Background: an optimization exercise with open tools, aiming at small area. Do not read the settings as production practice. Only simulation tests tie the RTL to the original design; equivalence was not proved. Power is estimated from default activity; no workload was simulated.

Setup of build 41:
## vliw_top
module vliw_top(input clk, input reset, output [31:0] imem_addr, input [31:0] imem_data, output [31:0] A, output [31:0] B);
  reg [29:0] pc;                        
  reg [31:0] ir;                        
  reg        e_ld, e_rw2, e_st, e_vw, e_asb;
  reg  [1:0] e_op;
  reg  [2:0] e_rn1, e_rd1;
  reg  [4:0] e_off;
  reg [10:0] e_s2;                      
  reg        rst_q;                     
  reg        m_rw1, m_rw2, m_st, m_vw, m_ov;
  reg  [3:0] m_addr;
  reg [31:0] m_alu, m_str;
  reg  [2:0] m_wr1, m_wr2;
  reg        w_rw1, w_rw2;
  reg [31:0] w_mem, w_alu;
  reg  [2:0] w_wr1, w_wr2;
  reg        vflag;
  reg [255:0] rf;
  reg [511:0] dm;
  assign imem_addr = {pc, 2'b00};
  assign A = w_mem;
  assign B = w_alu;
  wire [4:0] op1 = ir[4:0];
  wire [4:0] op2 = ir[20:16];
  wire d_ld  = op1 == 5'b10001;
  wire d_st  = op1 == 5'b10000;
  wire d_j   = op1 == 5'b11100;
  wire d_br  = op1 == 5'b11011;
  wire d_n1  = op1 == 5'b00000;
  wire br_ok = ir[7:5] == 3'b001;
  wire exc1  = (d_br & ~br_ok) | ~(d_ld | d_st | d_j | d_br | d_n1);
  wire d_add = op2 == 5'b00100;
  wire d_sub = op2 == 5'b00101;
  wire d_sh  = op2 == 5'b00010;
  wire d_neg = op2 == 5'b01000;
  wire d_n2  = op2 == 5'b00000;
  wire und2  = ~(d_add | d_sub | d_sh | d_neg | d_n2);
  wire exc2  = und2 | (d_neg & (ir[25:21] != 5'b00110));
  wire d_asb = d_add | d_sub;
  wire [1:0] d_op = {d_sh | d_neg, d_sub | d_neg};
  wire d_rw2 = d_add | d_sub | d_sh | d_neg;
  wire d_vw  = d_ld | d_st | d_add | d_sub | d_neg;
  wire stall = e_ld & ( (d_asb ? (e_rd1 == ir[23:21]) : (e_rd1 == ir[31:29]))
                      | ((d_ld | d_st) & (e_rd1 == ir[15:13]))
                      | (d_st & (e_rd1 == ir[12:10])) );
  wire ovf;                             
  wire kill  = stall | exc1 | exc2 | ovf;
  wire flush = d_j | d_br | exc1 | exc2 | ovf;
  wire p_exc = exc1 | und2;             
  ...
==> flow/config.mk <==
export PLATFORM = sky130hd
export DESIGN_NAME = vliw_top
export DESIGN_NICKNAME = vliw_top
export VERILOG_FILES = /design/flow/design.v
export SDC_FILE = /design/flow/constraint.sdc
export NUM_CORES = 4
export LEC_CHECK = 0
export CAP_MARGIN = 10
export CORE_MARGIN = 2
export CORE_UTILIZATION = 45
export PLACE_DENSITY = 0.62
export SLEW_MARGIN = 10
==> flow/constraint.sdc <==
create_clock -name core_clock -period 10.0 [get_ports {clk}]
set_input_delay 2.0000 -clock core_clock [delete_from_list [all_inputs] [get_ports {clk}]]
set_output_delay 2.0000 -clock core_clock [all_outputs]
set_load 0.01 [all_outputs]
standard.sh (not shown) runs the stock make flow with config.mk's settings and CLKGATE_MAP_FILE= SYNTH_SCRIPT=/design/flow/synth_recipe.tcl, a recipe that flattens the netlist after the stock synthesis.
==> flow/flow/run.sh <==
#!/bin/bash
# Layout flow for this design: the standard layout (standard.sh), changed in three ways:
#  - synthesis maps the logic with an area-oriented abc script (flow/area.abc) in place of
#    ORFS's delay-oriented one; everything else in synth_recipe.tcl is kept, so the registers
#    and their names and cell types are those of the standard synthesis;
#  - the port buffers are sky130_fd_sc_hd__buf_1;
#  - the clock tree uses clkbuf_8 buffers (at most 16 sinks each, 60 um across) and no dummy loads.
# Each tool's full output goes to ORFS's logs under orfs/logs/; this script's own output goes to
# run_flow.log.
set -euo pipefail
W=$(pwd)
F="$W/flow"
{
  head -n 1 synth_recipe.tcl
  echo "proc abc {args} { set i [lsearch -exact \$args -script]; if {\$i >= 0} { lset args [expr {\$i + 1}] {$F/area.abc} }; yosys abc {*}\$args }"
  tail -n +2 synth_recipe.tcl
} > my_synth.tcl
sed "s|$W/synth_recipe.tcl|$W/my_synth.tcl|g" standard.sh > my_standard.sh
grep -q "my_synth.tcl" my_standard.sh || { echo "run.sh: could not swap the synthesis script" >&2; exit 1; }
export BUFFER_PORTS_ARGS="-buffer_cell sky130_fd_sc_hd__buf_1"
export CTS_ARGS="-sink_clustering_enable -repair_clock_nets -dont_use_dummy_load -buf_list sky130_fd_sc_hd__clkbuf_8 -sink_clustering_size 16 -sink_clustering_max_diameter 60"
bash my_standard.sh > run_flow.log 2>&1
==> flow/flow/area.abc <==
&get -n
&st
&dch
&nf -R 1000 -F 8 -A 4 -a
&st
&dch
&nf -R 1000 -F 8 -A 4 -a
&put
For trial 59, these inputs were changed with respect to build 41:
# build 41
export LEC_CHECK = 0
export CAP_MARGIN = 10
export CORE_MARGIN = 2
export CORE_UTILIZATION = 45
export PLACE_DENSITY = 0.62
export SLEW_MARGIN = 10
create_clock -name core_clock -period 10.0 [get_ports {clk}]
# trial 59
export LEC_CHECK = 0
export CAP_MARGIN = 20
export CORE_MARGIN = 2
export CORE_UTILIZATION = 40
export PLACE_DENSITY = 0.6
export SLEW_MARGIN = 20
create_clock -name core_clock -period 10.0 [get_ports {clk}]
==> comparison <==
Taking build 41 as the reference, in trial 59 overall die width saw an increase; post-route minimum period saw a decrease; final non-filler cell area saw an increase; fraction of layout cells with a size suffix above 1 saw an increase.
The combinational fraction of design power in trial 59 sits 0.3 points above the value recorded for build 41.
Compared to build 41, trial 59 shows a wider setup margin.
Trial 59 went all the way through the flow, and no timing, DRC or antenna check failed.
Logic depth of the worst register-to-register path was higher in trial 59 than in build 41.

[what the ideal ports hide]
No port has a modelled driver above. Below, the same layouts with a new extraction and two added sets of constraints. Step 1 sets driving cells, clkbuf_16 on the clock port and buf_2 on the other inputs (assumed; they add their load-dependent delay and slew). Step 2, shift: input delay + t, output delay - t, t = (earliest + latest rising clock arrival at the registers) / 2. This alone moves slack from input paths to output paths. Three values: ideal ports, drivers, drivers and shift; two values: the first two.
run	t (ns)	slack for setup (ns)	hold slack, ns	clock arrival spread, ns	cell pins on the clock port's net
build 41	0.838	0.706 / 0.706 / 0.706	0.334 / 0.334 / 0.334	0.108 / 0.108	1
trial 59	0.838	0.715 / 0.715 / 0.715	0.329 / 0.329 / 0.329	0.168 / 0.168	1
After both steps every run listed still meets setup and hold.
